This design comes from an exercise in tuning for small area and a short achievable clock period on the open sky130 flow, not from production work.
Power figures rest on the tool's default switching activity, not on a simulated workload.

==> run P: inputs <==
==> flow/design.v <==
`timescale 1ns / 1ps
module alu128_top(
    input  logic         clk,
    input  logic [127:0] op1,
    input  logic [127:0] op2,
    input  logic [2:0]   opsel,
    input  logic         mode,
    output logic [127:0] result
    );
    logic [127:0] op1_q;
    logic [127:0] op2_q;
    logic [2:0]   opsel_q;
    logic         mode_q;
    logic [127:0] result_d;
    always_ff @(posedge clk) begin
        op1_q   <= op1;
        op2_q   <= op2;
        opsel_q <= opsel;
        mode_q  <= mode;
        result  <= result_d;
    end
    midterm128bit ALU (
        .op1(op1_q),
        .op2(op2_q),
        .opsel(opsel_q),
        .mode(mode_q),
        .result(result_d)
    );
endmodule

module complementer(input A, output Y);
    assign Y = ~A;
endmodule
module mux2to1(input logic A, input logic B, input logic sel, output Y);
    assign Y = sel ? B : A;
endmodule
module fulladder(input logic thing_a, thing_b, thing_cin, output logic arith_result, arith_Cout);
    assign arith_result = thing_a ^ thing_b ^ thing_cin;
    assign arith_Cout = (thing_a & thing_b) | (thing_cin & (thing_a ^ thing_b));
endmodule
module alu_ysel(input logic b, input logic y0n, input logic y1n, output logic y);
    assign y = ~(b ? y1n : y0n);
endmodule
module alu_pg(input logic a, input logic y, output logic p, output logic g);
    assign p = a ^ y;
    assign g = a & y;
endmodule
module alu_pgn(input logic a, input logic y, output logic pn, output logic gn);
    assign pn = ~(a ^ y);
    assign gn = ~(a & y);
endmodule
module alu_ce(input logic p, input logic g, input logic c, input logic kp, output logic cn);
    assign cn = ~((p & kp & c) | g);
endmodule
module alu_co(input logic pn, input logic gn, input logic cn, input logic kpn, output logic c);
    assign c = ~((pn | kpn | cn) & gn);
endmodule
module alu_re(input logic p, input logic g, input logic c, input logic kp, input logic kg,
              input logic kc, output logic r);
    assign r = (p & kp) ^ ((g & kg) | (c & kc));
endmodule
module alu_ro(input logic pn, input logic gn, input logic cn, input logic kpn, input logic kgn,
              input logic kcn, output logic r);
    assign r = ~(pn | kpn) ^ ~((gn | kgn) & (cn | kcn));
endmodule
module midterm1bit #(parameter bit ODD = 0) (
    input  logic a, b, cin, y0n, y1n, kp, kg, kc,
    output logic r, cout, pk, gk
    );
    logic y, p, g;
    alu_ysel ys(.b(b), .y0n(y0n), .y1n(y1n), .y(y));
    if (!ODD) begin : e
        alu_pg pg(.a(a), .y(y), .p(p), .g(g));
        alu_ce ch(.p(p), .g(g), .c(cin), .kp(kp), .cn(cout));
        alu_re rs(.p(p), .g(g), .c(cin), .kp(kp), .kg(kg), .kc(kc), .r(r));
        assign pk = p;
        assign gk = g;
    end else begin : o
        alu_pgn pg(.a(a), .y(y), .pn(p), .gn(g));
        alu_co ch(.pn(p), .gn(g), .cn(cin), .kpn(kp), .c(cout));
        alu_ro rs(.pn(p), .gn(g), .cn(cin), .kpn(kp), .kgn(kg), .kcn(kc), .r(r));
        assign pk = p;
        assign gk = g;
    end
endmodule
module midterm128bit(
    input  logic [127:0] op1,
    input  logic [127:0] op2,
    input  logic [2:0]   opsel,
    input  logic         mode,
    output logic [127:0] result
    );
    logic y0n, y1n, cin, kp, kg, kc;
    always_comb begin
        kp = 1'b1; kg = 1'b0; kc = 1'b1; cin = 1'b0;
        y0n = 1'b1; y1n = 1'b0;
        if (!mode) begin
            case (opsel)
                3'b001: begin y0n = 1'b0; y1n = 1'b1; end
                3'b011: begin y0n = 1'b0; y1n = 1'b1; cin = 1'b1; end
                3'b010, 3'b100: begin y0n = 1'b1; y1n = 1'b1; end
                3'b101: begin y0n = 1'b0; y1n = 1'b0; end
                default: ;
            endcase
        end else begin
            kc = 1'b0;
            case (opsel)
                3'b000: begin kp = 1'b0; kg = 1'b1; end
                3'b001: kg = 1'b1;
                3'b010: ;
                3'b011: begin y0n = 1'b0; y1n = 1'b0; end
                default: begin kp = 1'b0; kc = 1'b1; y0n = 1'b0; y1n = 1'b0; end
            endcase
        end
    end
    wire kpn = ~kp, kgn = ~kg, kcn = ~kc;
    localparam int NB = 3;
    localparam logic [8*(NB+1)-1:0] BS = {8'd128, 8'd88, 8'd48, 8'd0};
    logic [127:0] pk;     
    logic [127:0] gk;     
    logic [NB:0] cb;      
    assign cb[0] = cin;
    genvar i, k;
    for (k = 0; k < NB; k++) begin : blk
        localparam int S = BS[8*k +: 8], E = BS[8*(k+1) +: 8];
        logic [E:S] c;    
        assign c[S] = cb[k];
        for (i = S; i < E; i++) begin : bit_
            midterm1bit #(.ODD(i % 2)) M(
                .a(op1[i]), .b(op2[i]), .cin(c[i]),
                .y0n(y0n), .y1n(y1n),
                .kp((i % 2) ? kpn : kp), .kg((i % 2) ? kgn : kg), .kc((i % 2) ? kcn : kc),
                .r(result[i]), .cout(c[i+1]), .pk(pk[i]), .gk(gk[i]));
        end
        if (k == 0) begin : rip
            assign cb[k+1] = c[E];
        end else begin : skp
            logic [E:S] z;
            assign z[S] = 1'b0;
            for (i = S; i < E; i++) begin : zc
                if (i % 2 == 0) begin : e
                    alu_ce ch(.p(pk[i]), .g(gk[i]), .c(z[i]), .kp(kp), .cn(z[i+1]));
                end else begin : o
                    alu_co ch(.pn(pk[i]), .gn(gk[i]), .cn(z[i]), .kpn(kpn), .c(z[i+1]));
                end
            end
            logic allp;
            always_comb begin
                allp = kp;
                for (int j = S; j < E; j++) allp &= (j % 2) ? ~pk[j] : pk[j];
            end
            assign cb[k+1] = z[E] | (allp & cb[k]);
        end
    end
endmodule
==> flow/run.sh <==
#!/bin/bash
# synth_recipe.tcl (not shown) runs the flow's synth.tcl, then flattens the netlist and writes it again
# the make line also repeats each setting of config.mk as NAME=value (left out here)
make -C /OpenROAD-flow-scripts/flow DESIGN_CONFIG=/design/flow/config.mk WORK_HOME=/design/flow/orfs CLKGATE_MAP_FILE= SYNTH_SCRIPT=/design/flow/synth_recipe.tcl finish
==> flow/config.mk <==
export PLATFORM = sky130hd
export DESIGN_NAME = alu128_top
export DESIGN_NICKNAME = alu128_top
export VERILOG_FILES = /design/flow/design.v
export SDC_FILE = /design/flow/constraint.sdc
export NUM_CORES = 8
export LEC_CHECK = 0
export ABC_AREA = 1
export CAP_MARGIN = 20
export CORE_MARGIN = 2
export CORE_UTILIZATION = 40
export SLEW_MARGIN = 20
==> flow/constraint.sdc <==
create_clock -name core_clock -period 80.0 [get_ports {clk}]
set_input_delay 16.0000 -clock core_clock [delete_from_list [all_inputs] [get_ports {clk}]]
set_output_delay 16.0000 -clock core_clock [all_outputs]
set_load 0.01 [all_outputs]
==> inputs of run C, as changes to run P <==
CTS_BUF_LIST = sky130_fd_sc_hd__clkbuf_4   (was unset)
==> run summary <==
CP arrival=1.72 ns; Clock-cell share=5.72%; sequential share of power=43.2%; outcome=complete, no violations
the above is filed under run C

==> run summary <==
Placed Cells=2665; sequential share of power=40.7%; CP arrival=1.50 ns; outcome=complete, no violations; Worst Path Max Fanout=1; first-pass GRT wire length=67600 um; Clock-cell share=6.60%
the above is filed under run P

Function was not checked in any run of this note: the RTL went through the layout flow alone.

[afterwards: timing with drivers on the ports]
Ports are ideal in the flow. The routed layouts listed here were re-timed in OpenROAD. Step 1: set_driving_cell puts a clkbuf_16 on clk and a buf_2 on each other input, an assumption about the parent block. Step 2, shift: input delay + t, output delay - t, t = (earliest + latest rising clock arrival at the registers) / 2. This alone moves slack from input paths to output paths. Slacks: no drivers / after step 1 / after step 2; pairs: no drivers / after step 1.
| run | shift t [ns] | setup slack, ns | worst setup path at the end | worst slew at a driven data input, ns |
|---|---|---|---|---|
| run P | 0.609 | 62.496 / 62.441 / 63.050 | register to output | 0.10 |
| run C | 0.829 | 62.275 / 62.228 / 63.057 | register to output | 0.10 |
After both steps setup and hold are still met in every run listed.
